This design comes from an exercise in tuning for small area, a short achievable clock period and few clock cycles per item on the open sky130 flow, not from production work. The RTL was checked by simulation tests, not by an equivalence proof against the original design. Power and IR drop assume default switching activity.

==> flow/design.v <==
`timescale 1ns / 1ps
module evaluate(input wire [2:0] t0, input wire [2:0] t1, input wire [2:0] t2, input wire [2:0] t3, output wire [11:0] key);
wire new_n25;
wire new_n26;
wire new_n27;
wire new_n28;
wire new_n29;
wire new_n30;
wire new_n31;
wire new_n32;
wire new_n33;
wire new_n34;
wire new_n35;
wire new_n36;
wire new_n37;
wire new_n38;
wire new_n39;
wire new_n40;
wire new_n42;
wire new_n43;
wire new_n44;
wire new_n45;
wire new_n46;
wire new_n47;
wire new_n48;
wire new_n49;
wire new_n50;
wire new_n51;
wire new_n52;
wire new_n53;
wire new_n54;
wire new_n55;
wire new_n56;
wire new_n57;
wire new_n58;
wire new_n59;
wire new_n60;
wire new_n61;
wire new_n62;
wire new_n63;
wire new_n64;
wire new_n65;
wire new_n66;
wire new_n67;
wire new_n69;
wire new_n70;
wire new_n71;
wire new_n72;
wire new_n73;
wire new_n74;
wire new_n75;
wire new_n77;
wire new_n78;
wire new_n79;
wire new_n80;
wire new_n81;
wire new_n82;
wire new_n83;
wire new_n84;
wire new_n85;
wire new_n86;
wire new_n87;
wire new_n88;
wire new_n89;
wire new_n90;
wire new_n91;
wire new_n92;
wire new_n93;
wire new_n95;
wire new_n96;
wire new_n97;
wire new_n98;
wire new_n99;
wire new_n100;
wire new_n101;
wire new_n102;
wire new_n103;
wire new_n104;
wire new_n105;
wire new_n106;
wire new_n107;
wire new_n108;
wire new_n109;
wire new_n110;
wire new_n111;
wire new_n112;
wire new_n113;
wire new_n114;
wire new_n115;
wire new_n116;
wire new_n117;
wire new_n119;
wire new_n120;
wire new_n121;
wire new_n122;
wire new_n123;
wire new_n124;
wire new_n125;
wire new_n126;
wire new_n127;
wire new_n128;
wire new_n129;
wire new_n130;
wire new_n131;
wire new_n132;
wire new_n133;
wire new_n134;
wire new_n135;
wire new_n136;
wire new_n137;
wire new_n138;
wire new_n139;
wire new_n140;
wire new_n142;
wire new_n143;
wire new_n144;
wire new_n145;
wire new_n146;
wire new_n147;
wire new_n148;
wire new_n149;
wire new_n150;
wire new_n151;
wire new_n152;
wire new_n153;
wire new_n154;
wire new_n155;
wire new_n158;
wire new_n159;
wire new_n160;
wire new_n161;
wire new_n162;
wire new_n163;
wire new_n164;
wire new_n165;
wire new_n166;
wire new_n167;
wire new_n168;
wire new_n169;
wire new_n170;
wire new_n171;
wire new_n172;
wire new_n173;
wire new_n174;
wire new_n175;
wire new_n176;
wire new_n177;
wire new_n178;
wire new_n179;
wire new_n180;
wire new_n181;
wire new_n182;
wire new_n183;
wire new_n184;
wire new_n185;
wire new_n186;
wire new_n188;
wire new_n189;
wire new_n190;
wire new_n191;
wire new_n192;
wire new_n193;
wire new_n194;
wire new_n195;
wire new_n196;
wire new_n197;
wire new_n199;
wire new_n200;
wire new_n201;
wire new_n202;
wire new_n203;
wire new_n204;
wire new_n205;
wire new_n206;
wire new_n207;
wire new_n208;
wire new_n209;
wire new_n210;
wire new_n211;
wire new_n212;
wire new_n213;
wire new_n214;
wire new_n216;
wire new_n217;
wire new_n218;
assign new_n25 = ~t0[1] & ~t0[2];
assign new_n26 = t0[0] & new_n25;
assign new_n27 = t1[0] & ~t1[1];
assign new_n28 = ~t1[2] & new_n27;
assign new_n29 = ~new_n26 & new_n28;
assign new_n30 = new_n26 & ~new_n28;
assign new_n31 = ~new_n29 & ~new_n30;
assign new_n32 = t2[0] & ~t2[1];
assign new_n33 = ~t2[2] & new_n32;
assign new_n34 = ~new_n31 & new_n33;
assign new_n35 = new_n31 & ~new_n33;
assign new_n36 = ~new_n34 & ~new_n35;
assign new_n37 = t3[0] & ~t3[1];
assign new_n38 = ~t3[2] & new_n37;
assign new_n39 = ~new_n36 & new_n38;
assign new_n40 = new_n36 & ~new_n38;
assign key[0] = ~(~new_n39 & ~new_n40);
assign new_n42 = ~t2[0] & t2[1];
assign new_n43 = ~new_n31 & new_n32;
assign new_n44 = ~new_n42 & ~new_n43;
assign new_n45 = ~t2[2] & ~new_n44;
assign new_n46 = ~t1[0] & t1[1];
assign new_n47 = new_n25 & new_n27;
assign new_n48 = ~new_n46 & ~new_n47;
assign new_n49 = t0[0] & ~new_n48;
assign new_n50 = t0[1] & ~t0[2];
assign new_n51 = new_n46 & ~new_n50;
assign new_n52 = ~new_n49 & ~new_n51;
assign new_n53 = ~t1[2] & ~new_n52;
assign new_n54 = ~t1[2] & new_n46;
assign new_n55 = ~t0[0] & t0[1];
assign new_n56 = ~t0[2] & new_n55;
assign new_n57 = ~new_n54 & new_n56;
assign new_n58 = ~new_n53 & ~new_n57;
assign new_n59 = ~t3[0] & t3[1];
assign new_n60 = new_n36 & new_n37;
assign new_n61 = ~new_n59 & ~new_n60;
assign new_n62 = ~t3[2] & ~new_n61;
assign new_n63 = new_n58 & ~new_n62;
assign new_n64 = ~new_n58 & new_n62;
assign new_n65 = ~new_n63 & ~new_n64;
assign new_n66 = new_n45 & new_n65;
assign new_n67 = ~new_n45 & ~new_n65;
assign key[1] = ~new_n66 & ~new_n67;
assign new_n69 = new_n54 & new_n56;
assign new_n70 = ~new_n45 & ~new_n62;
assign new_n71 = ~new_n58 & ~new_n70;
assign new_n72 = new_n45 & new_n62;
assign new_n73 = ~new_n71 & ~new_n72;
assign new_n74 = ~new_n69 & new_n73;
assign new_n75 = new_n69 & ~new_n73;
assign key[2] = ~new_n74 & ~new_n75;
assign new_n77 = t3[0] & t3[1];
assign new_n78 = ~t3[2] & new_n77;
assign new_n79 = t2[0] & t2[1];
assign new_n80 = ~t2[2] & new_n79;
assign new_n81 = t1[0] & t1[1];
assign new_n82 = ~t1[2] & new_n81;
assign new_n83 = ~new_n80 & new_n82;
assign new_n84 = new_n80 & ~new_n82;
assign new_n85 = ~new_n83 & ~new_n84;
assign new_n86 = t0[0] & t0[1];
assign new_n87 = ~t0[2] & new_n86;
assign new_n88 = ~new_n85 & new_n87;
assign new_n89 = new_n85 & ~new_n87;
assign new_n90 = ~new_n88 & ~new_n89;
assign new_n91 = new_n78 & new_n90;
assign new_n92 = ~new_n78 & ~new_n90;
assign new_n93 = ~new_n75 & new_n92;
assign key[3] = ~new_n91 & ~new_n93;
assign new_n95 = ~t0[1] & t0[2];
assign new_n96 = ~t0[0] & new_n95;
assign new_n97 = ~new_n88 & ~new_n96;
assign new_n98 = ~t3[1] & t3[2];
assign new_n99 = ~t3[0] & new_n98;
assign new_n100 = ~new_n91 & ~new_n99;
assign new_n101 = ~t2[1] & t2[2];
assign new_n102 = ~t2[0] & new_n101;
assign new_n103 = t1[1] & ~t1[2];
assign new_n104 = new_n80 & new_n103;
assign new_n105 = ~new_n102 & ~new_n104;
assign new_n106 = t1[0] & ~new_n105;
assign new_n107 = ~t1[1] & t1[2];
assign new_n108 = new_n102 & new_n107;
assign new_n109 = ~t1[0] & new_n107;
assign new_n110 = ~new_n102 & ~new_n109;
assign new_n111 = ~new_n108 & ~new_n110;
assign new_n112 = ~new_n106 & ~new_n111;
assign new_n113 = new_n100 & ~new_n112;
assign new_n114 = ~new_n100 & new_n112;
assign new_n115 = ~new_n113 & ~new_n114;
assign new_n116 = new_n97 & new_n115;
assign new_n117 = ~new_n97 & ~new_n115;
assign key[4] = ~new_n116 & ~new_n117;
assign new_n119 = new_n101 & ~new_n107;
assign new_n120 = ~new_n101 & new_n107;
assign new_n121 = ~new_n119 & ~new_n120;
assign new_n122 = new_n95 & new_n121;
assign new_n123 = ~new_n95 & ~new_n121;
assign new_n124 = ~new_n122 & ~new_n123;
assign new_n125 = new_n98 & new_n124;
assign new_n126 = ~new_n98 & ~new_n124;
assign new_n127 = ~new_n125 & ~new_n126;
assign new_n128 = ~new_n100 & ~new_n112;
assign new_n129 = new_n102 & new_n109;
assign new_n130 = new_n100 & new_n112;
assign new_n131 = ~new_n97 & ~new_n130;
assign new_n132 = new_n129 & ~new_n131;
assign new_n133 = ~new_n128 & ~new_n132;
assign new_n134 = new_n127 & ~new_n133;
assign new_n135 = new_n127 & new_n131;
assign new_n136 = new_n97 & ~new_n128;
assign new_n137 = ~new_n130 & ~new_n136;
assign new_n138 = ~new_n127 & ~new_n137;
assign new_n139 = ~new_n135 & ~new_n138;
assign new_n140 = ~new_n129 & ~new_n139;
assign key[5] = ~(~new_n134 & ~new_n140);
assign new_n142 = ~new_n98 & new_n124;
assign new_n143 = new_n98 & ~new_n124;
assign new_n144 = ~new_n129 & ~new_n143;
assign new_n145 = ~new_n137 & new_n144;
assign new_n146 = ~new_n142 & ~new_n145;
assign new_n147 = ~new_n97 & new_n129;
assign new_n148 = ~new_n100 & new_n147;
assign new_n149 = new_n101 & new_n107;
assign new_n150 = ~new_n95 & ~new_n149;
assign new_n151 = ~new_n101 & ~new_n107;
assign new_n152 = ~new_n150 & ~new_n151;
assign new_n153 = ~new_n148 & new_n152;
assign new_n154 = new_n146 & new_n153;
assign new_n155 = ~new_n146 & ~new_n152;
assign key[6] = ~new_n154 & ~new_n155;
assign key[7] = new_n146 & new_n152;
assign new_n158 = t3[1] & t3[2];
assign new_n159 = ~t3[0] & new_n158;
assign new_n160 = t2[2] & new_n42;
assign new_n161 = new_n159 & ~new_n160;
assign new_n162 = ~new_n159 & new_n160;
assign new_n163 = ~new_n161 & ~new_n162;
assign new_n164 = t1[2] & new_n81;
assign new_n165 = t2[2] & new_n79;
assign new_n166 = new_n164 & new_n165;
assign new_n167 = t0[2] & new_n86;
assign new_n168 = t3[0] & new_n158;
assign new_n169 = new_n167 & new_n168;
assign new_n170 = ~new_n166 & ~new_n169;
assign new_n171 = ~new_n164 & ~new_n165;
assign new_n172 = ~new_n167 & ~new_n168;
assign new_n173 = ~new_n171 & ~new_n172;
assign new_n174 = ~new_n170 & new_n173;
assign new_n175 = new_n171 & new_n172;
assign new_n176 = ~new_n174 & ~new_n175;
assign new_n177 = new_n163 & ~new_n176;
assign new_n178 = ~new_n163 & new_n176;
assign new_n179 = ~new_n177 & ~new_n178;
assign new_n180 = t1[2] & new_n46;
assign new_n181 = t0[2] & new_n55;
assign new_n182 = new_n180 & ~new_n181;
assign new_n183 = ~new_n180 & new_n181;
assign new_n184 = ~new_n182 & ~new_n183;
assign new_n185 = ~new_n179 & ~new_n184;
assign new_n186 = new_n179 & new_n184;
assign key[8] = ~(~new_n185 & ~new_n186);
assign new_n188 = new_n166 & new_n169;
assign new_n189 = new_n159 & new_n160;
assign new_n190 = ~new_n178 & ~new_n189;
assign new_n191 = new_n180 & new_n181;
assign new_n192 = ~new_n179 & ~new_n191;
assign new_n193 = ~new_n180 & ~new_n181;
assign new_n194 = ~new_n192 & ~new_n193;
assign new_n195 = ~new_n190 & new_n194;
assign new_n196 = new_n190 & ~new_n194;
assign new_n197 = ~new_n195 & ~new_n196;
assign key[9] = ~(~new_n188 & ~new_n197);
assign new_n199 = new_n171 & ~new_n172;
assign new_n200 = ~new_n171 & new_n172;
assign new_n201 = ~new_n199 & ~new_n200;
assign new_n202 = ~new_n178 & new_n180;
assign new_n203 = ~new_n177 & new_n202;
assign new_n204 = ~new_n181 & ~new_n203;
assign new_n205 = ~new_n163 & ~new_n180;
assign new_n206 = new_n176 & new_n205;
assign new_n207 = new_n163 & ~new_n180;
assign new_n208 = ~new_n176 & new_n207;
assign new_n209 = ~new_n206 & ~new_n208;
assign new_n210 = ~new_n190 & new_n209;
assign new_n211 = ~new_n204 & new_n210;
assign new_n212 = new_n170 & ~new_n211;
assign new_n213 = ~new_n201 & ~new_n212;
assign new_n214 = new_n201 & new_n212;
assign key[10] = ~new_n213 & ~new_n214;
assign new_n216 = ~new_n172 & ~new_n212;
assign new_n217 = new_n171 & ~new_n216;
assign new_n218 = new_n172 & new_n212;
assign key[11] = ~new_n217 & ~new_n218;
endmodule
`timescale 1ns / 1ps
module judgeChessForm(input wire [7:0] h, input wire [7:0] a, output wire [2:0] tA, output wire [2:0] tH);
wire new_n23;
wire new_n24;
wire new_n25;
wire new_n26;
wire new_n27;
wire new_n28;
wire new_n29;
wire new_n30;
wire new_n31;
wire new_n32;
wire new_n33;
wire new_n34;
wire new_n35;
wire new_n36;
wire new_n37;
wire new_n38;
wire new_n39;
wire new_n40;
wire new_n41;
wire new_n42;
wire new_n43;
wire new_n44;
wire new_n45;
wire new_n46;
wire new_n47;
wire new_n48;
wire new_n49;
wire new_n50;
wire new_n51;
wire new_n52;
wire new_n53;
wire new_n54;
wire new_n55;
wire new_n56;
wire new_n57;
wire new_n58;
wire new_n59;
wire new_n60;
wire new_n61;
wire new_n62;
wire new_n63;
wire new_n64;
wire new_n65;
wire new_n66;
wire new_n67;
wire new_n68;
wire new_n69;
wire new_n70;
wire new_n71;
wire new_n72;
wire new_n73;
wire new_n74;
wire new_n75;
wire new_n76;
wire new_n77;
wire new_n78;
wire new_n79;
wire new_n80;
wire new_n81;
wire new_n82;
wire new_n83;
wire new_n84;
wire new_n85;
wire new_n86;
wire new_n87;
wire new_n88;
wire new_n89;
wire new_n90;
wire new_n91;
wire new_n92;
wire new_n93;
wire new_n94;
wire new_n95;
wire new_n96;
wire new_n97;
wire new_n98;
wire new_n99;
wire new_n100;
wire new_n101;
wire new_n102;
wire new_n103;
wire new_n104;
wire new_n105;
wire new_n106;
wire new_n107;
wire new_n108;
wire new_n109;
wire new_n110;
wire new_n111;
wire new_n112;
wire new_n113;
wire new_n114;
wire new_n115;
wire new_n116;
wire new_n117;
wire new_n118;
wire new_n119;
wire new_n120;
wire new_n121;
wire new_n122;
wire new_n123;
wire new_n124;
wire new_n125;
wire new_n126;
wire new_n127;
wire new_n128;
wire new_n129;
wire new_n130;
wire new_n131;
wire new_n132;
wire new_n133;
wire new_n134;
wire new_n135;
wire new_n136;
wire new_n137;
wire new_n138;
wire new_n139;
wire new_n140;
wire new_n141;
wire new_n142;
wire new_n143;
wire new_n144;
wire new_n145;
wire new_n146;
wire new_n147;
wire new_n148;
wire new_n149;
wire new_n150;
wire new_n151;
wire new_n152;
wire new_n153;
wire new_n154;
wire new_n155;
wire new_n156;
wire new_n157;
wire new_n158;
wire new_n159;
wire new_n160;
wire new_n161;
wire new_n162;
wire new_n163;
wire new_n164;
wire new_n165;
wire new_n166;
wire new_n167;
wire new_n168;
wire new_n169;
wire new_n170;
wire new_n171;
wire new_n172;
wire new_n173;
wire new_n174;
wire new_n175;
wire new_n176;
wire new_n177;
wire new_n178;
wire new_n179;
wire new_n181;
wire new_n182;
wire new_n183;
wire new_n184;
wire new_n185;
wire new_n186;
wire new_n187;
wire new_n188;
wire new_n189;
wire new_n190;
wire new_n191;
wire new_n192;
wire new_n193;
wire new_n194;
wire new_n195;
wire new_n196;
wire new_n197;
wire new_n198;
wire new_n199;
wire new_n201;
wire new_n203;
wire new_n204;
wire new_n205;
wire new_n206;
wire new_n207;
wire new_n208;
wire new_n209;
wire new_n210;
wire new_n211;
wire new_n212;
wire new_n213;
wire new_n214;
wire new_n215;
wire new_n216;
wire new_n217;
wire new_n218;
wire new_n219;
wire new_n220;
wire new_n221;
wire new_n222;
wire new_n223;
wire new_n224;
wire new_n225;
wire new_n226;
wire new_n227;
wire new_n228;
wire new_n229;
wire new_n230;
wire new_n231;
wire new_n232;
wire new_n233;
wire new_n234;
wire new_n235;
wire new_n236;
wire new_n237;
wire new_n238;
wire new_n239;
wire new_n240;
wire new_n241;
wire new_n242;
wire new_n243;
wire new_n244;
wire new_n245;
wire new_n246;
wire new_n247;
wire new_n248;
wire new_n249;
wire new_n250;
wire new_n251;
wire new_n252;
wire new_n253;
wire new_n254;
wire new_n255;
wire new_n256;
wire new_n257;
wire new_n258;
wire new_n259;
wire new_n260;
wire new_n261;
wire new_n262;
wire new_n263;
wire new_n264;
wire new_n265;
wire new_n266;
wire new_n267;
wire new_n268;
wire new_n269;
wire new_n270;
wire new_n271;
wire new_n272;
wire new_n273;
wire new_n274;
wire new_n275;
wire new_n276;
wire new_n277;
wire new_n278;
wire new_n279;
wire new_n280;
wire new_n281;
wire new_n282;
wire new_n283;
wire new_n284;
wire new_n285;
wire new_n286;
wire new_n287;
wire new_n288;
wire new_n289;
wire new_n290;
wire new_n291;
wire new_n292;
wire new_n293;
wire new_n294;
wire new_n295;
wire new_n296;
wire new_n297;
wire new_n298;
wire new_n299;
wire new_n300;
wire new_n301;
wire new_n302;
wire new_n303;
wire new_n304;
wire new_n305;
wire new_n306;
wire new_n307;
wire new_n308;
wire new_n309;
wire new_n310;
wire new_n311;
wire new_n312;
wire new_n313;
wire new_n314;
wire new_n315;
wire new_n316;
wire new_n317;
wire new_n318;
wire new_n319;
wire new_n320;
wire new_n321;
wire new_n322;
wire new_n323;
wire new_n324;
wire new_n325;
wire new_n326;
wire new_n327;
wire new_n328;
wire new_n329;
wire new_n330;
wire new_n331;
wire new_n332;
wire new_n333;
wire new_n334;
wire new_n335;
wire new_n336;
wire new_n337;
wire new_n338;
wire new_n339;
wire new_n340;
wire new_n341;
wire new_n342;
wire new_n343;
wire new_n344;
wire new_n345;
wire new_n346;
wire new_n347;
wire new_n348;
wire new_n349;
wire new_n350;
wire new_n351;
wire new_n352;
wire new_n353;
wire new_n355;
wire new_n356;
wire new_n357;
wire new_n358;
wire new_n359;
wire new_n360;
wire new_n361;
wire new_n362;
wire new_n363;
wire new_n364;
wire new_n365;
wire new_n366;
wire new_n367;
wire new_n368;
wire new_n369;
wire new_n370;
wire new_n371;
wire new_n372;
wire new_n374;
wire new_n375;
wire new_n376;
wire new_n377;
wire new_n378;
wire new_n379;
wire new_n380;
wire new_n381;
assign new_n23 = ~h[2] & ~h[3];
assign new_n24 = ~h[1] & new_n23;
assign new_n25 = a[1] & new_n24;
assign new_n26 = ~h[0] & ~h[1];
assign new_n27 = ~h[1] & ~a[1];
assign new_n28 = ~new_n26 & ~new_n27;
assign new_n29 = ~h[4] & ~h[5];
assign new_n30 = ~h[4] & ~a[4];
assign new_n31 = ~new_n29 & ~new_n30;
assign new_n32 = ~h[6] & ~h[7];
assign new_n33 = ~h[6] & ~a[6];
assign new_n34 = ~new_n32 & ~new_n33;
assign new_n35 = a[4] & a[5];
assign new_n36 = new_n34 & new_n35;
assign new_n37 = ~new_n31 & ~new_n36;
assign new_n38 = new_n28 & ~new_n37;
assign new_n39 = ~new_n28 & new_n37;
assign new_n40 = ~new_n38 & ~new_n39;
assign new_n41 = new_n25 & ~new_n40;
assign new_n42 = a[6] & new_n29;
assign new_n43 = a[2] & new_n28;
assign new_n44 = new_n23 & ~new_n43;
assign new_n45 = ~h[3] & ~a[3];
assign new_n46 = ~new_n44 & ~new_n45;
assign new_n47 = ~new_n34 & ~new_n46;
assign new_n48 = new_n34 & new_n46;
assign new_n49 = ~new_n47 & ~new_n48;
assign new_n50 = new_n42 & ~new_n49;
assign new_n51 = ~new_n25 & new_n50;
assign new_n52 = ~new_n41 & ~new_n51;
assign new_n53 = a[3] & new_n25;
assign new_n54 = a[2] & new_n23;
assign new_n55 = a[0] & new_n26;
assign new_n56 = a[3] & ~new_n55;
assign new_n57 = new_n54 & ~new_n56;
assign new_n58 = ~new_n53 & ~new_n57;
assign new_n59 = ~h[6] & new_n42;
assign new_n60 = a[5] & new_n29;
assign new_n61 = ~new_n59 & ~new_n60;
assign new_n62 = ~a[4] & ~a[5];
assign new_n63 = ~new_n61 & ~new_n62;
assign new_n64 = a[7] & new_n32;
assign new_n65 = new_n35 & ~new_n64;
assign new_n66 = new_n63 & ~new_n65;
assign new_n67 = new_n58 & ~new_n66;
assign new_n68 = new_n29 & new_n64;
assign new_n69 = ~new_n25 & ~new_n54;
assign new_n70 = ~h[4] & a[4];
assign new_n71 = new_n23 & ~new_n70;
assign new_n72 = new_n55 & new_n71;
assign new_n73 = new_n61 & ~new_n72;
assign new_n74 = new_n69 & new_n73;
assign new_n75 = ~new_n68 & new_n74;
assign new_n76 = new_n67 & ~new_n75;
assign new_n77 = new_n52 & new_n76;
assign new_n78 = ~h[5] & ~h[6];
assign new_n79 = h[7] & a[5];
assign new_n80 = new_n78 & ~new_n79;
assign new_n81 = ~new_n24 & ~new_n80;
assign new_n82 = ~new_n54 & ~new_n81;
assign new_n83 = ~new_n26 & ~new_n29;
assign new_n84 = ~a[2] & ~a[5];
assign new_n85 = new_n23 & ~new_n84;
assign new_n86 = ~new_n83 & new_n85;
assign new_n87 = ~new_n82 & ~new_n86;
assign new_n88 = new_n58 & new_n63;
assign new_n89 = new_n47 & new_n88;
assign new_n90 = h[0] & ~h[1];
assign new_n91 = ~h[2] & ~new_n90;
assign new_n92 = a[3] & ~new_n91;
assign new_n93 = h[1] & ~h[2];
assign new_n94 = ~a[3] & new_n93;
assign new_n95 = ~new_n31 & ~new_n94;
assign new_n96 = ~new_n92 & new_n95;
assign new_n97 = ~new_n58 & new_n96;
assign new_n98 = ~new_n89 & ~new_n97;
assign new_n99 = ~new_n87 & ~new_n98;
assign new_n100 = ~new_n67 & ~new_n87;
assign new_n101 = new_n98 & ~new_n100;
assign new_n102 = ~new_n99 & ~new_n101;
assign new_n103 = ~new_n58 & new_n60;
assign new_n104 = a[2] & new_n25;
assign new_n105 = a[5] & new_n59;
assign new_n106 = ~new_n104 & ~new_n105;
assign new_n107 = ~new_n61 & new_n64;
assign new_n108 = new_n55 & ~new_n69;
assign new_n109 = ~new_n107 & ~new_n108;
assign new_n110 = new_n106 & new_n109;
assign new_n111 = ~new_n103 & new_n110;
assign new_n112 = ~new_n102 & new_n111;
assign new_n113 = ~new_n77 & new_n112;
assign new_n114 = ~h[3] & a[3];
assign new_n115 = ~new_n70 & ~new_n114;
assign new_n116 = new_n55 & new_n104;
assign new_n117 = new_n64 & new_n105;
assign new_n118 = ~new_n116 & ~new_n117;
assign new_n119 = a[5] & ~new_n104;
assign new_n120 = new_n50 & new_n119;
assign new_n121 = ~new_n40 & new_n104;
assign new_n122 = ~new_n120 & ~new_n121;
assign new_n123 = new_n118 & ~new_n122;
assign new_n124 = new_n115 & ~new_n123;
assign new_n125 = ~new_n113 & new_n124;
assign new_n126 = new_n70 & new_n114;
assign new_n127 = ~h[2] & a[2];
assign new_n128 = ~h[5] & a[5];
assign new_n129 = ~new_n127 & ~new_n128;
assign new_n130 = new_n126 & ~new_n129;
assign new_n131 = new_n114 & ~new_n127;
assign new_n132 = new_n70 & ~new_n128;
assign new_n133 = ~new_n131 & ~new_n132;
assign new_n134 = new_n106 & ~new_n133;
assign new_n135 = new_n130 & ~new_n134;
assign new_n136 = a[4] & new_n68;
assign new_n137 = a[6] & new_n136;
assign new_n138 = new_n53 & new_n55;
assign new_n139 = ~new_n137 & ~new_n138;
assign new_n140 = new_n133 & ~new_n139;
assign new_n141 = ~new_n135 & ~new_n140;
assign new_n142 = a[3] & new_n104;
assign new_n143 = new_n35 & new_n59;
assign new_n144 = ~new_n130 & ~new_n143;
assign new_n145 = ~new_n142 & new_n144;
assign new_n146 = ~new_n126 & ~new_n133;
assign new_n147 = ~new_n115 & ~new_n146;
assign new_n148 = new_n145 & new_n147;
assign new_n149 = ~new_n67 & new_n148;
assign new_n150 = new_n106 & new_n139;
assign new_n151 = new_n146 & ~new_n150;
assign new_n152 = ~new_n149 & ~new_n151;
assign new_n153 = new_n141 & new_n152;
assign new_n154 = ~new_n49 & new_n88;
assign new_n155 = ~new_n40 & ~new_n58;
assign new_n156 = new_n146 & ~new_n155;
assign new_n157 = ~new_n154 & new_n156;
assign new_n158 = new_n74 & ~new_n136;
assign new_n159 = new_n23 & new_n29;
assign new_n160 = h[7] & new_n78;
assign new_n161 = ~h[3] & ~new_n160;
assign new_n162 = new_n96 & new_n161;
assign new_n163 = ~new_n159 & ~new_n162;
assign new_n164 = ~h[5] & h[6];
assign new_n165 = new_n93 & new_n164;
assign new_n166 = ~new_n163 & ~new_n165;
assign new_n167 = new_n158 & new_n166;
assign new_n168 = new_n157 & ~new_n167;
assign new_n169 = new_n37 & ~new_n46;
assign new_n170 = new_n87 & ~new_n169;
assign new_n171 = ~new_n87 & new_n169;
assign new_n172 = ~new_n170 & ~new_n171;
assign new_n173 = new_n148 & new_n172;
assign new_n174 = ~new_n37 & new_n46;
assign new_n175 = ~new_n145 & ~new_n174;
assign new_n176 = ~new_n169 & new_n175;
assign new_n177 = ~new_n173 & ~new_n176;
assign new_n178 = ~new_n168 & new_n177;
assign new_n179 = new_n153 & new_n178;
assign tA[0] = ~(~new_n125 & new_n179);
assign new_n181 = ~new_n98 & new_n146;
assign new_n182 = new_n148 & new_n171;
assign new_n183 = new_n118 & ~new_n175;
assign new_n184 = ~new_n182 & new_n183;
assign new_n185 = ~new_n181 & new_n184;
assign new_n186 = new_n153 & new_n185;
assign new_n187 = new_n67 & new_n169;
assign new_n188 = ~new_n52 & new_n187;
assign new_n189 = ~new_n99 & new_n111;
assign new_n190 = ~new_n188 & new_n189;
assign new_n191 = new_n122 & ~new_n190;
assign new_n192 = new_n82 & ~new_n163;
assign new_n193 = new_n158 & ~new_n192;
assign new_n194 = new_n157 & ~new_n193;
assign new_n195 = ~new_n173 & ~new_n194;
assign new_n196 = ~new_n191 & new_n195;
assign new_n197 = new_n186 & ~new_n196;
assign new_n198 = ~new_n145 & new_n169;
assign new_n199 = new_n141 & ~new_n198;
assign tA[1] = ~(~new_n197 & new_n199);
assign new_n201 = ~new_n122 & new_n169;
assign tA[2] = ~(new_n186 & ~new_n201);
assign new_n203 = h[3] & ~a[3];
assign new_n204 = h[4] & ~a[4];
assign new_n205 = ~new_n203 & ~new_n204;
assign new_n206 = ~a[2] & ~a[3];
assign new_n207 = h[1] & new_n206;
assign new_n208 = ~a[1] & new_n207;
assign new_n209 = h[2] & new_n208;
assign new_n210 = h[6] & ~a[6];
assign new_n211 = new_n62 & new_n210;
assign new_n212 = h[5] & new_n211;
assign new_n213 = ~new_n209 & ~new_n212;
assign new_n214 = ~a[0] & ~a[1];
assign new_n215 = h[0] & new_n214;
assign new_n216 = new_n206 & new_n215;
assign new_n217 = h[1] & new_n216;
assign new_n218 = h[3] & new_n217;
assign new_n219 = new_n213 & ~new_n218;
assign new_n220 = h[2] & new_n217;
assign new_n221 = ~a[6] & ~a[7];
assign new_n222 = h[7] & new_n62;
assign new_n223 = new_n221 & new_n222;
assign new_n224 = h[5] & new_n223;
assign new_n225 = h[6] & new_n224;
assign new_n226 = ~new_n220 & ~new_n225;
assign new_n227 = ~new_n219 & new_n226;
assign new_n228 = ~new_n33 & ~new_n221;
assign new_n229 = h[5] & new_n228;
assign new_n230 = new_n62 & ~new_n229;
assign new_n231 = ~new_n30 & ~new_n230;
assign new_n232 = ~new_n27 & ~new_n214;
assign new_n233 = ~new_n231 & ~new_n232;
assign new_n234 = h[5] & new_n62;
assign new_n235 = h[2] & a[0];
assign new_n236 = ~a[1] & ~new_n235;
assign new_n237 = ~new_n234 & ~new_n236;
assign new_n238 = new_n206 & ~new_n237;
assign new_n239 = h[5] & a[7];
assign new_n240 = h[4] & a[6];
assign new_n241 = new_n62 & ~new_n240;
assign new_n242 = ~new_n239 & new_n241;
assign new_n243 = ~new_n238 & ~new_n242;
assign new_n244 = new_n233 & ~new_n243;
assign new_n245 = h[3] & new_n208;
assign new_n246 = h[2] & new_n206;
assign new_n247 = h[3] & ~new_n215;
assign new_n248 = new_n246 & ~new_n247;
assign new_n249 = ~new_n245 & ~new_n248;
assign new_n250 = ~new_n233 & new_n243;
assign new_n251 = ~new_n249 & ~new_n250;
assign new_n252 = ~new_n244 & new_n251;
assign new_n253 = ~new_n78 & new_n223;
assign new_n254 = ~new_n215 & ~new_n234;
assign new_n255 = new_n246 & ~new_n254;
assign new_n256 = ~new_n217 & ~new_n255;
assign new_n257 = ~new_n253 & new_n256;
assign new_n258 = a[2] & ~a[6];
assign new_n259 = a[7] & new_n258;
assign new_n260 = ~a[2] & a[6];
assign new_n261 = ~a[3] & ~new_n260;
assign new_n262 = ~new_n259 & new_n261;
assign new_n263 = a[3] & ~new_n221;
assign new_n264 = new_n234 & ~new_n263;
assign new_n265 = ~new_n262 & new_n264;
assign new_n266 = new_n257 & ~new_n265;
assign new_n267 = ~new_n252 & new_n266;
assign new_n268 = ~new_n227 & ~new_n267;
assign new_n269 = h[2] & new_n232;
assign new_n270 = new_n206 & ~new_n269;
assign new_n271 = ~new_n45 & ~new_n270;
assign new_n272 = ~new_n228 & ~new_n271;
assign new_n273 = new_n228 & new_n271;
assign new_n274 = ~new_n272 & ~new_n273;
assign new_n275 = new_n211 & new_n274;
assign new_n276 = ~new_n211 & new_n216;
assign new_n277 = ~new_n208 & ~new_n223;
assign new_n278 = ~new_n276 & new_n277;
assign new_n279 = ~new_n275 & new_n278;
assign new_n280 = h[4] & new_n211;
assign new_n281 = ~h[4] & new_n234;
assign new_n282 = ~new_n280 & ~new_n281;
assign new_n283 = ~new_n224 & new_n282;
assign new_n284 = new_n249 & new_n283;
assign new_n285 = new_n231 & new_n232;
assign new_n286 = ~new_n233 & ~new_n285;
assign new_n287 = new_n207 & ~new_n286;
assign new_n288 = new_n284 & ~new_n287;
assign new_n289 = ~new_n279 & new_n288;
assign new_n290 = ~new_n268 & ~new_n289;
assign new_n291 = new_n209 & ~new_n286;
assign new_n292 = ~new_n209 & ~new_n274;
assign new_n293 = ~new_n291 & ~new_n292;
assign new_n294 = ~new_n219 & new_n293;
assign new_n295 = new_n290 & ~new_n294;
assign new_n296 = new_n205 & ~new_n295;
assign new_n297 = new_n204 & ~new_n234;
assign new_n298 = new_n203 & ~new_n246;
assign new_n299 = new_n297 & new_n298;
assign new_n300 = ~new_n297 & ~new_n298;
assign new_n301 = ~new_n245 & ~new_n280;
assign new_n302 = new_n300 & new_n301;
assign new_n303 = ~new_n299 & ~new_n302;
assign new_n304 = ~new_n205 & ~new_n303;
assign new_n305 = ~new_n284 & new_n304;
assign new_n306 = new_n203 & new_n204;
assign new_n307 = ~new_n300 & ~new_n306;
assign new_n308 = ~new_n304 & ~new_n307;
assign new_n309 = h[4] & new_n223;
assign new_n310 = h[6] & new_n309;
assign new_n311 = new_n219 & ~new_n310;
assign new_n312 = new_n249 & ~new_n282;
assign new_n313 = new_n274 & new_n312;
assign new_n314 = ~new_n249 & new_n286;
assign new_n315 = ~new_n313 & ~new_n314;
assign new_n316 = new_n311 & ~new_n315;
assign new_n317 = ~new_n308 & ~new_n316;
assign new_n318 = ~h[4] & new_n211;
assign new_n319 = ~new_n309 & ~new_n318;
assign new_n320 = ~h[3] & new_n208;
assign new_n321 = h[3] & new_n216;
assign new_n322 = ~new_n320 & ~new_n321;
assign new_n323 = new_n319 & new_n322;
assign new_n324 = ~new_n231 & ~new_n271;
assign new_n325 = a[1] & a[6];
assign new_n326 = new_n84 & new_n325;
assign new_n327 = a[0] & ~a[1];
assign new_n328 = a[5] & new_n327;
assign new_n329 = ~new_n259 & ~new_n328;
assign new_n330 = ~new_n326 & new_n329;
assign new_n331 = new_n324 & new_n330;
assign new_n332 = new_n323 & new_n331;
assign new_n333 = ~new_n284 & new_n311;
assign new_n334 = ~new_n332 & ~new_n333;
assign new_n335 = new_n317 & ~new_n334;
assign new_n336 = new_n231 & new_n271;
assign new_n337 = ~new_n324 & ~new_n336;
assign new_n338 = ~new_n307 & ~new_n337;
assign new_n339 = new_n303 & ~new_n338;
assign new_n340 = ~new_n335 & new_n339;
assign new_n341 = ~new_n305 & ~new_n340;
assign new_n342 = new_n243 & ~new_n324;
assign new_n343 = ~new_n243 & new_n324;
assign new_n344 = ~new_n342 & ~new_n343;
assign new_n345 = new_n304 & new_n344;
assign new_n346 = new_n213 & ~new_n300;
assign new_n347 = h[4] & new_n225;
assign new_n348 = h[3] & new_n220;
assign new_n349 = ~new_n306 & ~new_n348;
assign new_n350 = ~new_n347 & new_n349;
assign new_n351 = ~new_n346 & ~new_n350;
assign new_n352 = ~new_n345 & ~new_n351;
assign new_n353 = new_n341 & new_n352;
assign tH[0] = ~(~new_n296 & new_n353);
assign new_n355 = ~new_n307 & ~new_n324;
assign new_n356 = new_n303 & ~new_n355;
assign new_n357 = ~new_n317 & new_n356;
assign new_n358 = ~new_n351 & ~new_n357;
assign new_n359 = new_n272 & new_n312;
assign new_n360 = new_n233 & ~new_n249;
assign new_n361 = new_n311 & ~new_n360;
assign new_n362 = ~new_n359 & new_n361;
assign new_n363 = new_n307 & new_n362;
assign new_n364 = ~new_n308 & new_n331;
assign new_n365 = new_n362 & ~new_n364;
assign new_n366 = ~new_n219 & new_n324;
assign new_n367 = ~new_n293 & new_n366;
assign new_n368 = new_n226 & new_n308;
assign new_n369 = ~new_n367 & new_n368;
assign new_n370 = ~new_n365 & ~new_n369;
assign new_n371 = new_n358 & ~new_n370;
assign new_n372 = new_n341 & new_n371;
assign tH[2] = ~new_n363 & ~new_n372;
assign new_n374 = new_n290 & new_n324;
assign new_n375 = new_n308 & ~new_n374;
assign new_n376 = ~new_n323 & ~new_n375;
assign new_n377 = ~new_n243 & ~new_n365;
assign new_n378 = new_n257 & ~new_n345;
assign new_n379 = ~new_n377 & new_n378;
assign new_n380 = ~new_n376 & new_n379;
assign new_n381 = ~tH[2] & ~new_n380;
assign tH[1] = ~(new_n358 & ~new_n381);
endmodule
`timescale 1ns / 1ps
module aiGo(reset,clk,humanIn,enable,AIOut,finish,x,y);
input wire clk,enable;
input wire reset;
input wire [224:0] humanIn;
output wire [224:0] AIOut;
output wire finish;
output reg [3:0] x,y;
reg [224:0] AI;
reg firstIn, isFinished;
reg [3:0] row;               
reg [3:0] lastRow;           
reg [1:0] ph;                
reg [134:0] W;               
reg [134:0] AW;              
reg [32:0] bestA, bestD;     
assign AIOut = AI;
assign finish = isFinished;
wire busy = !firstIn && !isFinished;
wire start = !firstIn && isFinished;
genvar g, c, d, k;
wire [224:0] occ = humanIn | AI;
wire [14:0] rowAny;
generate
  for (g = 0; g < 15; g = g + 1) begin : ra
    assign rowAny[g] = |occ[g*15 +: 15];
  end
endgenerate
reg [3:0] lastNext;
integer j;
always @* begin
  lastNext = 4'd14;
  for (j = 0; j < 11; j = j + 1)
    if (rowAny[j]) lastNext = j + 4;
  if (rowAny[14:11] != 4'd0) lastNext = 4'd14;
end
reg [14:0] hIn, aIn;
always @* begin
  hIn = 15'h7fff;
  aIn = 15'h7fff;
  for (j = 0; j < 10; j = j + 1)
    if (row == j) begin
      hIn = humanIn[(j + 5)*15 +: 15];
      aIn = AI[(j + 5)*15 +: 15];
    end
end
wire [25*15-1:0] cls;
generate
  for (c = 0; c < 15; c = c + 1) begin : col
    wire [2:0] tA [0:3];
    wire [2:0] tH [0:3];
    for (d = 0; d < 4; d = d + 1) begin : dir
      wire [7:0] hl, al;
      for (k = 0; k < 8; k = k + 1) begin : cl
        localparam integer OFS = (k < 4) ? k - 4 : k - 3;
        localparam integer DI = (d == 0) ? 0 : 1;
        localparam integer DC = (d == 0) ? 1 : (d == 1) ? 0 : (d == 2) ? 1 : -1;
        localparam integer J = 4 + DI*OFS;
        localparam integer CC = c + DC*OFS;
        if (CC < 0 || CC > 14) begin : offb
          assign hl[k] = 1'b1;
          assign al[k] = 1'b1;
        end else begin : onb
          assign hl[k] = W[J*15 + CC];
          assign al[k] = AW[J*15 + CC];
        end
      end
      judgeChessForm jd(hl, al, tA[d], tH[d]);
    end
    wire emp = !W[4*15 + c] && !AW[4*15 + c];
    assign cls[c*25 +: 25] = {emp, tA[3], tA[2], tA[1], tA[0], tH[3], tH[2], tH[1], tH[0]};
  end
endgenerate
reg [15*25+4:0] CR;
always @(posedge clk)
  CR <= {busy && ph == 2'd0, row, cls};
wire [25*15-1:0] kp;
generate
  for (c = 0; c < 15; c = c + 1) begin : key
    wire [24:0] cc = CR[c*25 +: 25];
    wire [11:0] kA, kH;
    evaluate eA(cc[14:12], cc[17:15], cc[20:18], cc[23:21], kA);
    evaluate eH(cc[2:0], cc[5:3], cc[8:6], cc[11:9], kH);
    assign kp[c*25 +: 25] = {cc[24], kA, kH};
  end
endgenerate
reg [15*25+34:0] GR;
wire [14:0] wA, wD;
always @(posedge clk)
  GR <= {CR[15*25+4:15*25], kp, wA, wD};
wire [25*15-1:0] gk = GR[30 +: 25*15];
wire [14:0] gwA = GR[15 +: 15];
wire [14:0] gwD = GR[0 +: 15];
wire [28:0] eA [0:14];
wire [28:0] eD [0:14];
generate
  for (c = 0; c < 15; c = c + 1) begin : ent
    wire [3:0] cc = c;
    assign eA[c] = {gk[c*25 + 24], gk[c*25 +: 24], cc};
    assign eD[c] = {gk[c*25 + 24], gk[c*25 +: 12], gk[c*25 + 12 +: 12], cc};
  end
endgenerate
wire [224:0] bA, bD;
generate
  for (c = 0; c < 15; c = c + 1) begin : pi
    for (k = 0; k < 15; k = k + 1) begin : pj
      if (c / 4 == k / 4 && c < k) begin : pr
        wire [24:0] pl = kp[c*25 +: 25];
        wire [24:0] pr = kp[k*25 +: 25];
        wire gtA = pr[23:12] > pl[23:12];
        wire eqA = pr[23:12] == pl[23:12];
        wire gtH = pr[11:0] > pl[11:0];
        wire eqH = pr[11:0] == pl[11:0];
        assign bA[c*15 + k] = pr[24] && (!pl[24] || gtA || (eqA && gtH));
        assign bD[c*15 + k] = pr[24] && (!pl[24] || gtH || (eqH && gtA));
      end else begin : np
        assign bA[c*15 + k] = 1'b0;
        assign bD[c*15 + k] = 1'b0;
      end
    end
  end
endgenerate
reg [14:0] wAc, wDc;
integer p, q;
always @* begin
  for (p = 0; p < 15; p = p + 1) begin
    wAc[p] = 1'b1;
    wDc[p] = 1'b1;
    for (q = 0; q < 15; q = q + 1)
      if (p / 4 == q / 4) begin
        if (q > p) begin
          wAc[p] = wAc[p] & !bA[p*15 + q];
          wDc[p] = wDc[p] & !bD[p*15 + q];
        end
        if (q < p) begin
          wAc[p] = wAc[p] & bA[q*15 + p];
          wDc[p] = wDc[p] & bD[q*15 + p];
        end
      end
  end
end
assign wA = wAc;
assign wD = wDc;
reg [28:0] qA [0:3];
reg [28:0] qD [0:3];
always @* begin
  for (q = 0; q < 4; q = q + 1) begin
    qA[q] = 29'd0;
    qD[q] = 29'd0;
  end
  for (p = 0; p < 15; p = p + 1) begin
    qA[p / 4] = qA[p / 4] | ({29{gwA[p]}} & eA[p]);
    qD[p / 4] = qD[p / 4] | ({29{gwD[p]}} & eD[p]);
  end
end
reg [15:0] hA, hD;
reg [3:0] vA, vD;
reg [28:0] rA, rD;
always @* begin
  hA = 16'd0;
  hD = 16'd0;
  for (p = 0; p < 4; p = p + 1)
    for (q = p + 1; q < 4; q = q + 1) begin
      hA[p*4 + q] = qA[q][28:4] > qA[p][28:4];
      hD[p*4 + q] = qD[q][28:4] > qD[p][28:4];
    end
  for (p = 0; p < 4; p = p + 1) begin
    vA[p] = 1'b1;
    vD[p] = 1'b1;
    for (q = 0; q < 4; q = q + 1) begin
      if (q > p) begin
        vA[p] = vA[p] & !hA[p*4 + q];
        vD[p] = vD[p] & !hD[p*4 + q];
      end
      if (q < p) begin
        vA[p] = vA[p] & hA[q*4 + p];
        vD[p] = vD[p] & hD[q*4 + p];
      end
    end
  end
  rA = 29'd0;
  rD = 29'd0;
  for (p = 0; p < 4; p = p + 1) begin
    rA = rA | ({29{vA[p]}} & qA[p]);
    rD = rD | ({29{vD[p]}} & qD[p]);
  end
end
reg [2*29+4:0] RW;
always @(posedge clk)
  RW <= {GR[15*25+34:15*25+30], rA, rD};
wire rwValid = RW[2*29+4];
wire [3:0] rwRow = RW[2*29 +: 4];
wire [28:0] rowA = RW[29 +: 29];
wire [28:0] rowD = RW[0 +: 29];
wire mA = rwValid && (rowA[28:4] > bestA[32:8]);
wire mD = rwValid && (rowD[28:4] > bestD[32:8]);
wire c_bb = bestA[31:20] > bestD[31:20];
wire c_br = bestA[31:20] > rowD[27:16];
wire c_rb = rowA[27:16] > bestD[31:20];
wire c_rr = rowA[27:16] > rowD[27:16];
wire useA = mA ? (mD ? c_rr : c_rb) : (mD ? c_br : c_bb);
wire [7:0] posA = mA ? {rowA[3:0], rwRow} : bestA[7:0];
wire [7:0] posD = mD ? {rowD[3:0], rwRow} : bestD[7:0];
wire [3:0] mvRow = useA ? posA[3:0] : posD[3:0];
wire [3:0] mvCol = useA ? posA[7:4] : posD[7:4];
wire [224:0] setMask;
generate
  for (g = 0; g < 225; g = g + 1) begin : dec
    assign setMask[g] = (mvRow == g / 15) && (mvCol == g % 15);
  end
endgenerate
wire play = enable && busy && ph == 2'd3;
always @(posedge clk or negedge reset)
begin
  if (!reset) begin
    firstIn <= 1'b1;
    AI <= 225'd0;
    AI[112] <= 1'b1;
    isFinished <= 1'b0;
  end else begin
    AI <= AI | (setMask & {225{play}});
    if (enable) begin
      if (firstIn) begin
        isFinished <= 1'b1;
        firstIn <= 1'b0;
      end else if (isFinished) begin
        isFinished <= 1'b0;
      end else if (ph == 2'd3) begin
        isFinished <= 1'b1;
      end
    end
  end
end
always @(posedge clk)
begin
  if (enable) begin
    if (firstIn) begin
      x <= 4'd7;
      y <= 4'd7;
    end else if (start) begin
      row <= 4'd0;
      ph <= 2'd0;
      lastRow <= lastNext;
      W <= {humanIn[74:0], {60{1'b1}}};
      AW <= {AI[74:0], {60{1'b1}}};
    end else if (busy) begin
      if (ph == 2'd0) begin
        W <= {hIn, W[134:15]};
        AW <= {aIn, AW[134:15]};
        if (row == lastRow) ph <= 2'd1;
        row <= row + 4'd1;
      end else if (ph != 2'd3) begin
        ph <= ph + 2'd1;
      end else begin
        x <= mvRow;
        y <= mvCol;
      end
    end
  end
end
always @(posedge clk)
begin
  if (enable && start) begin
    bestA <= 33'd0;
    bestD <= 33'd0;
  end else if (rwValid) begin
    if (rowA[28:4] > bestA[32:8]) bestA <= {rowA, rwRow};
    if (rowD[28:4] > bestD[32:8]) bestD <= {rowD, rwRow};
  end
end
endmodule
==> flow/run.sh <==
#!/bin/bash
# synth_recipe.tcl (not shown) runs the flow's synth.tcl, then flattens the netlist and writes it again
# the make line also repeats each setting of config.mk as NAME=value (left out here)
make -C /OpenROAD-flow-scripts/flow DESIGN_CONFIG=/design/flow/config.mk WORK_HOME=/design/flow/orfs CLKGATE_MAP_FILE= SYNTH_SCRIPT=/design/flow/synth_recipe.tcl finish
==> flow/config.mk <==
export PLATFORM = sky130hd
export DESIGN_NAME = aiGo
export DESIGN_NICKNAME = aiGo
export VERILOG_FILES = /design/flow/design.v
export SDC_FILE = /design/flow/constraint.sdc
export NUM_CORES = 4
export LEC_CHECK = 0
export ABC_AREA = 1
export CAP_MARGIN = 30
export CORE_MARGIN = 2
export CORE_UTILIZATION = 40
export PLACE_DENSITY = 0.5
export SLEW_MARGIN = 30
==> flow/constraint.sdc <==
create_clock -name core_clock -period 15.0 [get_ports {clk}]
set_input_delay 3.0000 -clock core_clock [delete_from_list [all_inputs] [get_ports {clk}]]
set_output_delay 3.0000 -clock core_clock [all_outputs]
set_load 0.01 [all_outputs]
==> impl_metrics.csv <==
group,metric,value,unit
status,status,"no timing/DRC/antenna violations",
clocking,ctsResizeCount,0,
global_routing,grt_max_degree,115,
worst_setup_path,regToRegStartpoint,"CR[254]$_DFF_P_",
route,dr.pass1.iters,10,
cells_and_area,ff_latch_area,32730,um2
worst_setup_path,crit_path_cell_trace,"clkdlybuf4s50_1 > inv_2 > buf_4 > nor2_1 > inv_1 > nor2_4 > buf_12 > buf_4",
synth,synth-simple-area-share,0.3161,
floorplanning,dieArea,408900,um2
floorplanning,fp.coreArea,402300,um2
sta,fin_crit_sh,0.3686,
synth,synth-seq-area-share,0.2026,
worst_setup_path,critPathCaptureType,"flop",
worst_setup_path,critical_path_peak_fanout,114,
worst_setup_path,start_kind,"input port",
synth,syn_inst,26550,
worst_setup_path,path_common_cell,"buf_4",
synth,synth_top_family_by_area,"simple AND/OR/NAND/NOR gates",
route,ant_nets,0,
clocking,cts_setup_buffers,0,
cells_and_area,area_delta_synth_final,11.72,%
sta,drv_slew,0,
global_routing,grt_pass1_vias,177900,
route,detail_route.vias_per_cell,5.956,
clocking,clock_path_buffers,4,
synth,syn_area,161500,um2
sta,rsz0062_at_grt,"false",
clocking,cts_hold_buf,0,
synth,synth.distinct_cells,81,
synth,synth-seq-cells,1434,
synth,ys_warn_count,5,
synth,synth.avg_cell_area,6.084,um2
route,wirelength,946.2,mm
global_routing,overflow,0,
pwr,p_per_area,178.6,nW/um2
synth,synth_enable_flop_cells,288,
pwr,ir_drop,0.1466,mV
worst_setup_path,cp_slowest_cell,"buf_4",
clocking,cts_tree,"yes",
global_routing,grt_usage,0.4426,
route,first_iter_violations,24450,
cells_and_area,fillers,43410,
worst_setup_path,critPathArrivalTime,6.10,ns
clocking,clk_latency,0.99,ns
synth,synth_compound_area_frac,0.2057,
sta,finalClockSkew,0.09909,ns
pwr,p_leak,86.95,nW
floorplanning,io-pin-count,462,
clocking,htreeDepth,4,
sta,relSlewSlack,0.1774,
synth,synth_top_cell_by_area,"nand2_1",
synth,syn_nets,28430,
worst_setup_path,cp_top_family,"buffers and inverters",
synth,async_flop_share,0.1583,
sta,min_period,5.529,ns
place,port_buffers,461,
route,drc,0,
floorplanning,die_h,639.5,um
place,place_congestion,1.105,
clocking,numCtsBuffers,188,
global_routing,grt_first_pass_wirelength,1307,mm
min_path,min_path_type,"flop to flop",
synth,yosys-top-cells-area,"nand2_1 (14%), ha_1 (11%), dfxtp_1 (11%)",
cells_and_area,final_nets,28800,
sta,hold_viol,0,
worst_setup_path,required,15.57,ns
synth,synthXorXnorAreaFrac,0.01269,
synth,ys.flop_type,"dfxtp_1",
synth,synth.mux.area_fraction,0.0001239,
global_routing,antenna_found_initial,175,
sta,finalSetupViolCount,0,
route,vias,194400,
place,post-dp-hpwl,770.7,mm
synth,synthAdderAreaFrac,0.1359,
worst_setup_path,setup.worst_path.start,"enable",
job,cap_viol_max_count,0,
cells_and_area,drive_gt1_frac,0.03819,
min_path,min-delay-start,"CR[377]$_DFF_P_",
worst_setup_path,cp_slowest_stage_delay,0.89,ns
cells_and_area,multi_input_area,108500,um2
floorplanning,fp-row-count,233,
worst_setup_path,crit_type,"input port to flop",
clocking,numClockSinks,1434,
route,wire_per_inst,28.98,um
clocking,clk_pin_slew,0.06,ns
sta,worst_pin_slew,1.221,ns
sta,final.setup.tns,0,ns
floorplanning,dieWidth,639.5,um
clocking,root_buffer,"clkbuf_16",
cells_and_area,final_util,0.4485,
sta,max_freq,180.9,MHz
worst_setup_path,cp_num_buf_inv,6,
floorplanning,start_util,0.4015,
synth,synth_top_area_frac,0.1400,
per-stage QoR:
step	setup slack [ns]	power (mW)	instances	hold WS, ns	cell area, um2
4_1_cts	9.512	31.55	32350	0.3270	179500
3_3_place_gp	8.622	26.27	31990	0.3116	172900
2_1_floorplan	4.099	18.72	26550	0.3096	161500
3_5_place_dp	8.566	26.53	32010	0.3132	173000
5_1_grt	9.324	34.46	32490	0.3323	180100
6_report	9.471	32.24	32650	0.3253	180500
synth_stat cells, types with 40 or more instances:
cell type and number:
a211oi_1 86, a21o_1 40, a21oi_1 1629, a221oi_1 65, a22o_1 112, a22oi_1 75
a31oi_1 150, buf_1 44, buf_2 143, clkbuf_1 480, clkinv_1 51, dfrtp_1 225
dfxtp_1 919, edfxtp_1 288, fa_1 171, ha_1 1481, inv_1 4516, inv_2 52
nand2_1 6024, nand3_1 1542, nand4_1 346, nor2_1 3101, nor3_1 764, nor4_1 134
o2111ai_1 111, o211ai_1 268, o21a_1 41, o21ai_0 2046, o21ai_1 110, o21bai_1 82
o221ai_1 158, o22ai_1 440, o31ai_1 100, or2_2 59, xnor2_1 57, xor2_1 177
final cells by class:
class                           instances  area share
Sequential cell                      1434      0.1814
Tap cell                             5287     0.03666
Clock buffer                          255     0.02979
Antenna cell                          289    0.004008
Inverter                             4619     0.09612
Timing Repair Buffer                  898     0.04455
Multi-Input combinational cell      19780      0.6013
Clock inverter                         90    0.006192
metal layers:
| layer | track usage | part of all wire |
|---|---|---|
| met2 | 0.6369 | 0.40 |
| met1 | 0.5294 | 0.38 |
| met4 | 0.3599 | 0.096 |
| met3 | 0.1542 | 0.12 |
| met5 | 0.009689 | 0.0013 |
worst register-to-register path: stages, from the launching register on:
cell and delay (ns):
dfxtp_1 0.84, nand3_1 0.21, xor2_1 0.19, inv_1 0.06, ha_1 0.30, nand2_1 0.10
o21ai_0 0.19, fa_1 0.50, inv_1 0.08, a31oi_1 0.11, o21ai_0 0.55, inv_1 0.10
ha_1 0.29, nand2_1 0.07, nor2_1 0.05, a211oi_1 0.21, o221ai_1 0.20, o21ai_0 0.62
nand2_1 0.09, o21ai_0 0.30, nand2_1 0.08, nor2_1 0.11
cell families (layout without fill, tap and decap cells):
logic type | Yosys count | after routing
other | 0 | 289
AO/OA/AOI/OAI | 5686 | 5686
buffers and inverters | 5338 | 5862
XOR/XNOR | 234 | 234
adder cells (fa/ha/maj) | 1652 | 1652
AND/OR/NAND/NOR | 12200 | 12200
flip-flops | 1434 | 1434
multiplexers | 2 | 2
placed cells by master, fill, tap and decap left out, types with 440 or more instances in the layout:
| cell | count |
|---|---|
| nand2_1 | 6023 |
| inv_1 | 4513 |
| nor2_1 | 3085 |
| o21ai_0 | 2027 |
| a21oi_1 | 1629 |
| nand3_1 | 1542 |
| ha_1 | 1481 |
| dfxtp_1 | 915 |
| nor3_1 | 762 |
| clkdlybuf4s50_1 | 460 |
| o22ai_1 | 440 |
power breakdown:
part           total [mW]  leakage, nW  switching (mW)  internal (mW)
registers            5.94         12.2            1.04           4.90
clock network        4.95         3.17            2.11           2.84
logic                21.4         71.6            15.1           6.25
registers in the layout, indices dropped and copies added, names as in the netlist:
register,count
GR,410
CR,380
AI,225
AW,135
W,135
RW,63
bestA,33
bestD,33
lastRow,4
row,4
x,4
y,4
ph,2
firstIn,1
isFinished,1
final timing paths:
path                                        to  slack, ns  cells past startpoint
max reg2reg                     GR[10]$_DFF_P_       9.67                     21
min in group asynchronous     AI[38]$_DFF_PN0_       2.05                      1
max                        W[30]$_SDFFCE_PP1P_       9.47                      8
min reg2reg                    GR[407]$_DFF_P_       0.33                      0
max in group asynchronous     AI[15]$_DFF_PN0_      11.00                      3
min                            GR[407]$_DFF_P_       0.33                      0
Testbench counts, summed over its fixed seeds: cycles 49,049, moves 2,936.

static timing again, ports no longer ideal:
The flow's constraints put no driver on any port. The routed layout listed below was extracted and timed again, unchanged, in two steps.
Step 1, drivers: a clkbuf_16 drives clk and a buf_2 each remaining input, both assumed.
Step 2 also shifts input and output timing later by t, the mid clock arrival at the registers, as if the neighbouring blocks saw the same clock.
Three values: ideal ports, drivers, drivers and shift; two values: the first two.
t (ns): 1.083
slack for setup (ns): 9.471 / 9.366 / 8.494
latest minus earliest clock arrival (ns): 0.106 / 0.106
slew at the worst register clock pin (ns): 0.08 / 0.08
pins driven straight from the clock port: 1
After both steps setup and hold are still met in this run. For this run, drivers alone change the setup slack by -0.105 ns; drivers and shift together by -0.977 ns.
